Background: an optimization exercise with open tools, aiming at small area, a short achievable clock period and few clock cycles per item. Do not read the settings as production practice. Function was checked by simulation only, so behaviour that the tests miss may differ from the original. Power and IR drop assume default switching activity.

## flow/design.v

```verilog
module lut #(
    parameter int ENTRIES = 16,
    parameter int ENTRY_WIDTH = 10
)(
    output logic [ENTRIES*ENTRY_WIDTH-1:0] o_values   
);
    localparam logic [ENTRIES*ENTRY_WIDTH-1:0] LUT_INIT = {
        10'b0000000001,
        10'b0000000110,
        10'b0000001101,
        10'b0000010110,
        10'b0000100011,
        10'b0000110010,
        10'b0001000011,
        10'b0001010010,
        10'b0001001000,
        10'b0001000000,
        10'b0001000001,
        10'b0001000011,
        10'b0000110010,
        10'b0000101000,
        10'b0000010101,
        10'b0000000011
    };
    assign o_values = LUT_INIT;
endmodule
module lse_add #(
    parameter int WIDTH          = 24,
    parameter int LUT_PRECISION  = 10,
    parameter int FRAC_BITS      = 10   
)(
    input  logic                         i_clk,
    input  logic                         i_rst,
    input  logic                         i_enable,
    input  logic [WIDTH-1:0]             i_operand_a,
    input  logic [WIDTH-1:0]             i_operand_b,
    input  logic [16*LUT_PRECISION-1:0]  i_clut_values,   
    input  logic [1:0]                   i_pe_mode,
    output logic [WIDTH-1:0]             o_result,
    output logic                         o_valid_out
);
    localparam logic [WIDTH-1:0] NEG_INF_VAL   = {1'b1, {(WIDTH-1){1'b0}}};
    localparam logic [WIDTH-1:0] POS_SAT_VAL   = {1'b0, {(WIDTH-1){1'b1}}};
    localparam int                INT_BITS     = WIDTH - FRAC_BITS;
    localparam int                CLUT_SIZE    = 16;
    localparam int                CLUT_ADDR_BITS  = 4;
    localparam int                CLUT_ADDR_SHIFT = (FRAC_BITS > CLUT_ADDR_BITS)
                                                    ? (FRAC_BITS - CLUT_ADDR_BITS)
                                                    : 0;
    logic [WIDTH-1:0] result_next;
    logic signed [WIDTH-1:0] x, y;
    logic signed [WIDTH:0] sub;
    logic signed [INT_BITS-1:0] I_yx;
    logic [FRAC_BITS-1:0] F_yx;
    logic [WIDTH-1:0] one_plus_frac;
    logic [WIDTH-1:0] f_tilde;
    logic [5:0] shift_amount;
    logic [FRAC_BITS-1:0] frac_part;
    logic [CLUT_ADDR_BITS:0] rounded_index;
    logic [CLUT_ADDR_BITS-1:0] clut_index;
    logic signed [LUT_PRECISION-1:0] clut_correction;
    logic signed [WIDTH:0] temp_result;
    logic signed [WIDTH:0] clut_extension;
    logic signed [WIDTH:0] x_ext;
    logic signed [WIDTH:0] f_tilde_ext;
    always_comb begin : lse_add_comb
        result_next = '0;
        x = '0;
        y = '0;
        sub = '0;
        I_yx = '0;
        F_yx = '0;
        one_plus_frac = '0;
        f_tilde = '0;
        shift_amount = '0;
        frac_part = '0;
        rounded_index = '0;
        clut_index = '0;
        clut_correction = '0;
        temp_result = '0;
        clut_extension = '0;
        x_ext = '0;
        f_tilde_ext = '0;
        unique case (i_pe_mode)
            2'b00: begin
                if (i_operand_a == NEG_INF_VAL || i_operand_b == NEG_INF_VAL) begin
                    if (i_operand_a == NEG_INF_VAL && i_operand_b == NEG_INF_VAL) begin
                        result_next = NEG_INF_VAL;
                    end else if (i_operand_a == NEG_INF_VAL) begin
                        result_next = i_operand_b;
                    end else begin
                        result_next = i_operand_a;
                    end
                end else begin
                    if ($signed(i_operand_a) >= $signed(i_operand_b)) begin
                        x = $signed(i_operand_a);
                        y = $signed(i_operand_b);
                    end else begin
                        x = $signed(i_operand_b);
                        y = $signed(i_operand_a);
                    end
                    sub = $signed({y[WIDTH-1], y}) - $signed({x[WIDTH-1], x});
                    I_yx = sub[WIDTH:FRAC_BITS];
                    F_yx = sub[FRAC_BITS-1:0];
                    one_plus_frac = {{(INT_BITS-1){1'b0}}, 1'b1, F_yx};
                    shift_amount = (-I_yx < 6'd24) ? -I_yx[5:0] : 6'd24;
                    f_tilde      = one_plus_frac >> shift_amount;
                    frac_part = f_tilde[FRAC_BITS-1:0];
                    if (CLUT_ADDR_SHIFT > 0) begin
                        rounded_index = (frac_part + (1 << (CLUT_ADDR_SHIFT-1))) >> CLUT_ADDR_SHIFT;
                    end else begin
                        rounded_index = {1'b0, frac_part[CLUT_ADDR_BITS-1:0]};
                    end
                    if (rounded_index[CLUT_ADDR_BITS]) begin
                        clut_index = {CLUT_ADDR_BITS{1'b1}};
                    end else begin
                        clut_index = rounded_index[CLUT_ADDR_BITS-1:0];
                    end
                    clut_correction = i_clut_values[clut_index*LUT_PRECISION +: LUT_PRECISION];
                    clut_extension = $signed({{(WIDTH-LUT_PRECISION+1){clut_correction[LUT_PRECISION-1]}}, clut_correction});
                    x_ext        = $signed({x[WIDTH-1], x});
                    f_tilde_ext  = $signed({1'b0, f_tilde});
                    temp_result  = x_ext + f_tilde_ext + clut_extension;
                    if (temp_result > $signed({1'b0, POS_SAT_VAL})) begin
                        result_next = POS_SAT_VAL;
                    end else begin
                        result_next = temp_result[WIDTH-1:0];
                    end
                end
            end
            default: begin
                result_next = i_operand_a + i_operand_b;
            end
        endcase
    end
    always_ff @(posedge i_clk) begin : lse_add_sync
        if (i_rst) begin
            o_result    <= '0;
            o_valid_out <= 1'b0;
        end else if (i_enable) begin
            o_result    <= result_next;
            o_valid_out <= 1'b1;
        end else begin
            o_valid_out <= 1'b0;
        end
    end
endmodule
module lse_add_pe (
    input  logic        i_clk,
    input  logic        i_rst,
    input  logic        i_enable,
    input  logic [1:0]  i_pe_mode,
    input  logic [23:0] i_operand_a,
    input  logic [23:0] i_operand_b,
    output logic [23:0] o_result,
    output logic        o_valid_out
);
    logic [16*10-1:0] clut_values;
    lut #(
        .ENTRIES(16),
        .ENTRY_WIDTH(10)
    ) u_lut (
        .o_values(clut_values)
    );
    lse_add #(
        .WIDTH(24),
        .LUT_PRECISION(10),
        .FRAC_BITS(10)
    ) u_add (
        .i_clk(i_clk),
        .i_rst(i_rst),
        .i_enable(i_enable),
        .i_operand_a(i_operand_a),
        .i_operand_b(i_operand_b),
        .i_clut_values(clut_values),
        .i_pe_mode(i_pe_mode),
        .o_result(o_result),
        .o_valid_out(o_valid_out)
    );
endmodule
```

## flow/run.sh

```bash
#!/bin/bash
# synth_recipe.tcl (not shown) runs the flow's synth.tcl, then flattens the netlist and writes it again
# the make line also repeats each setting of config.mk as NAME=value (left out here)
make -C /OpenROAD-flow-scripts/flow DESIGN_CONFIG=/design/flow/config.mk WORK_HOME=/design/flow/orfs CLKGATE_MAP_FILE= SYNTH_SCRIPT=/design/flow/synth_recipe.tcl finish
```

## flow/config.mk

```make
export PLATFORM = sky130hd
export DESIGN_NAME = lse_add_pe
export DESIGN_NICKNAME = lse_add_pe
export VERILOG_FILES = /design/flow/design.v
export SDC_FILE = /design/flow/constraint.sdc
export NUM_CORES = 4
export LEC_CHECK = 0
export CAP_MARGIN = 20
export CORE_MARGIN = 2
export CORE_UTILIZATION = 40
export SLEW_MARGIN = 20
```

## flow/constraint.sdc

```tcl
create_clock -name core_clock -period 13.0 [get_ports {i_clk}]
set_input_delay 2.6000 -clock core_clock [delete_from_list [all_inputs] [get_ports {i_clk}]]
set_output_delay 2.6000 -clock core_clock [all_outputs]
set_load 0.01 [all_outputs]
```

==> impl_metrics.csv <==
group,metric,value,unit
global_route,grt_pass1_wl,54000,um
layout,syn2layout_area_growth,47.2,%
logic_synthesis,synth_top_cells_by_area,"ha_1 (11%), dfxtp_1 (6.0%), nor2_1 (5.8%)",
worst_setup_path,slowest_stage,"o41ai_1",
floorplanning,die_w,148,um
worst_setup_path,cp_num_buf_inv,14,
floorplanning,start_util,40.8,%
worst_setup_path,critPathLaunchType,"input port",
logic_synthesis,synth_flop_cell,"dfxtp_1",
global_route,antenna_found_initial,0,
timing,period_minus_slack,12.58,ns
worst_setup_path,cp_top_family,"compound AO/OA/AOI/OAI gates",
floorplanning,rows,52,
placed_design,gp_congestion,1.01,
routing,drc,0,
power_and_ir_drop,seqPwrFrac,9.7,%
logic_synthesis,synth_commonest_cells,"nor2_1 (128), nand2_1 (102), a21oi_1 (95)",
routing,wl_per_cell,19.9,um
worst_setup_path,critPathMaxStageDelay,0.57,ns
worst_setup_path,path_class,"in -> reg",
power_and_ir_drop,ir_worst_vdd,0.0779,mV
logic_synthesis,async_reset_ff_share,0,%
power_and_ir_drop,leakage,5.31,nW
floorplanning,io-pin-count,78,
power_and_ir_drop,pwr_density_cell,74.7,mW/mm^2
logic_synthesis,yosysSeqAreaShare,6.04,%
global_route,overflow,0,
floorplanning,fp.dieArea,0.0219,mm^2
timing,maxSlewViolCount,0,
cts,ctsHoldBuffers,0,
routing,finalWirelength,35900,um
worst_setup_path,arrival,12.69,ns
timing,tightest_slew,0.927,ns
placed_design,dp_hpwl,29000,um
layout,antenna_cells,0,
logic_synthesis,synth_top_cell_area_share,10.6,%
worst_setup_path,crit_fanout,6,
power_and_ir_drop,intPower,473,uW
routing,drtPass1Iterations,7,
logic_synthesis,synth_cells,1195,
power_and_ir_drop,p_sw_share,48.0,%
global_route,grt_use_total,30.9,%
timing,setup-violations-final,0,
timing,finClkSkew,0,ns
placed_design,io_buffer_count,77,
timing,relSlewSlack,38.0,%
routing,ant_nets,0,
layout,final_core_util,60.0,%
cts,htreeDepth,1,
routing,vias,10700,
logic_synthesis,synth_most_common_cell,"nor2_1",
logic_synthesis,synth_edf_count,0,
cts,cts_buffers,3,
cts,clk_pin_slew,0.06,ns
logic_synthesis,syn_area_per_cell,6.93,um^2
logic_synthesis,ys_seq_elements,25,
routing,drtIter0Drc,913,
run_status,status,"timing/DRC/antenna clean",
power_and_ir_drop,comb_power_share,82.8,%
logic_synthesis,yosysUniqueCellTypes,115,
hold_path,hold_class,"reg -> reg",
cts,clk_path_buf_depth,2,
cts,cts.sinks,25,
timing,finalSetupTns,0,ns
global_route,grt_start_max_net_pins,40,
timing,final-hold-violation-count,0,
timing,period_share,96.8,%
cts,worstSkewPairLatency,0.26,ns
logic_synthesis,yosysWarnings,1,
worst_setup_path,critPathCaptureType,"flop",
routing,vias_per_cell,5.96,
cts,cts_tree,"built",
logic_synthesis,synth_area,0.00828,mm^2
global_route,grt_pass1_vias,9941,
layout,layout-drive-gt1-share,31.2,%
logic_synthesis,syn_nets,1327,
power_and_ir_drop,power.switching,438,uW
power_and_ir_drop,p_clk_share,7.6,%
layout,fillerInstances,1943,
layout,nets,1666,
worst_setup_path,cpMostUsedCell,"buf_4",
floorplanning,die_h,148,um
worst_setup_path,crit_required,13.11,ns
cts,cts-root-buf,"clkbuf_16",
logic_synthesis,synth_largest_area_cell,"ha_1",
timing,clock.fmax,79.5,MHz
job,maxCapViolCount,0,
floorplanning,core_area,0.0203,mm^2
## layout by cell type, fill, tap and decap left out, drive strengths merged, types with 21 or more instances in the layout
cell,instances
inv,80
buf,320
o21ai,73
dfxtp,25
nand2,103
nor2b,22
or3,21
nor4,25
nor3,32
nand3,45
xnor2,41
nor2,129
a21oi,101
clkdlybuf4s50,75
ha,70
## final cells by class
type | count | area (um^2) | area share, %
Inverter | 83 | 314 | 2.58
Sequential cell | 25 | 500 | 4.11
Tap cell | 270 | 338 | 2.77
Clock inverter | 1 | 5.00 | 0.0411
Multi-Input combinational cell | 1024 | 7740 | 63.5
Clock buffer | 3 | 75.1 | 0.616
Timing Repair Buffer | 397 | 3220 | 26.4
## stage by stage
stage / setup WS [ns] / cell area [um^2] / hold WS, ns / power, mW / instances
5_1_grt: -0.0883 / 12200 / 0.487 / 0.971 / 1803
3_3_place_gp: -0.469 / 11400 / 0.450 / 0.759 / 1781
6_report: 0.416 / 12200 / 0.463 / 0.911 / 1803
4_1_cts: 0.00437 / 11600 / 0.464 / 0.844 / 1790
2_1_floorplan: 0.00265 / 8320 / 0.486 / 0.468 / 1195
3_5_place_dp: -0.666 / 11400 / 0.456 / 0.761 / 1781
## cells by family after synthesis
logic type	Yosys count	share of synthesized area, %
AO/OA/AOI/OAI	402	35.4
XOR/XNOR	53	5.61
adder cells (fa/ha/maj)	79	12.8
buffers and inverters	147	7.92
flip-flops	25	6.04
multiplexers	19	2.46
AND/OR/NAND/NOR	470	29.8
## worst paths after layout
check | from | to | slack (ns) | depth (start not counted)
worst min register to register | u_add.o_result[20] | u_add.o_result[20] | 0.46 | 2
worst min-delay path | u_add.o_result[20] | u_add.o_result[20] | 0.46 | 2
worst max-delay path | i_operand_b[1] | u_add.o_result[0] | 0.42 | 57
worst max register to register | u_add.o_result[12] | u_add.o_result[12] | 12.23 | 2
## power groups by stage
stage	Combinational, mW	Sequential [mW]	Clock (mW)
floorplan	0.375	0.0934	0
global placement	0.669	0.0897	0
detailed placement	0.671	0.0899	0
CTS	0.686	0.0883	0.0699
global route	0.807	0.0891	0.0746
finish	0.754	0.0882	0.0688
## state kept, by name, summed over array words and instances, names as in the netlist
signal and cells:
u_add.o_result 24, u_add.o_valid_out 1
## metal layers
layer	GRT usage [%]	routed length [um]	part of all wire, %	vias up
li1	-	-	-	5138
met1	43.7	16000	45	5027
met2	50.0	16100	45	500
met3	2.87	2780	7.7	76
met4	8.86	1060	3.0	0
met5	0	0	0	-
## worst register-to-register path, stage by stage, from the launching register on
cell and delay (ns):
dfxtp_1 0.31, nor3b_1 0.13, a31o_2 0.24
## timing repair
item	4_1_cts	5_1_grt
endpoints found under the setup margin	24	24
buffers inserted	5	11
resized for setup	25	100
cloned	0	2
pin swaps	15	62
Testbench counts, summed over its fixed seeds: cycles 8,008, items 8,000.

port drivers added, routing unchanged:
Ports are ideal in the flow. The routed layout listed here was re-timed in OpenROAD.
Step 1 assumes that a clkbuf_16 drives the clock port and a buf_2 every other input.
Step 2 times the ports against the registers' clock, not the clock port: input delays grow and output delays shrink by t, the midpoint of the rising clock arrivals with the driver on.
a / b / c = ideal / step 1 / step 2; a / b = the first two.
shift t [ns]: 0.294
setup WS [ns]: 0.416 / 0.422 / 0.128
latest minus earliest clock arrival (ns): 0.002 / 0.003
pins driven straight from the clock port: 1
After both steps setup and hold are still met in this run. The setup slack of this run moves by +0.006 ns with the drivers and by -0.288 ns with both steps.
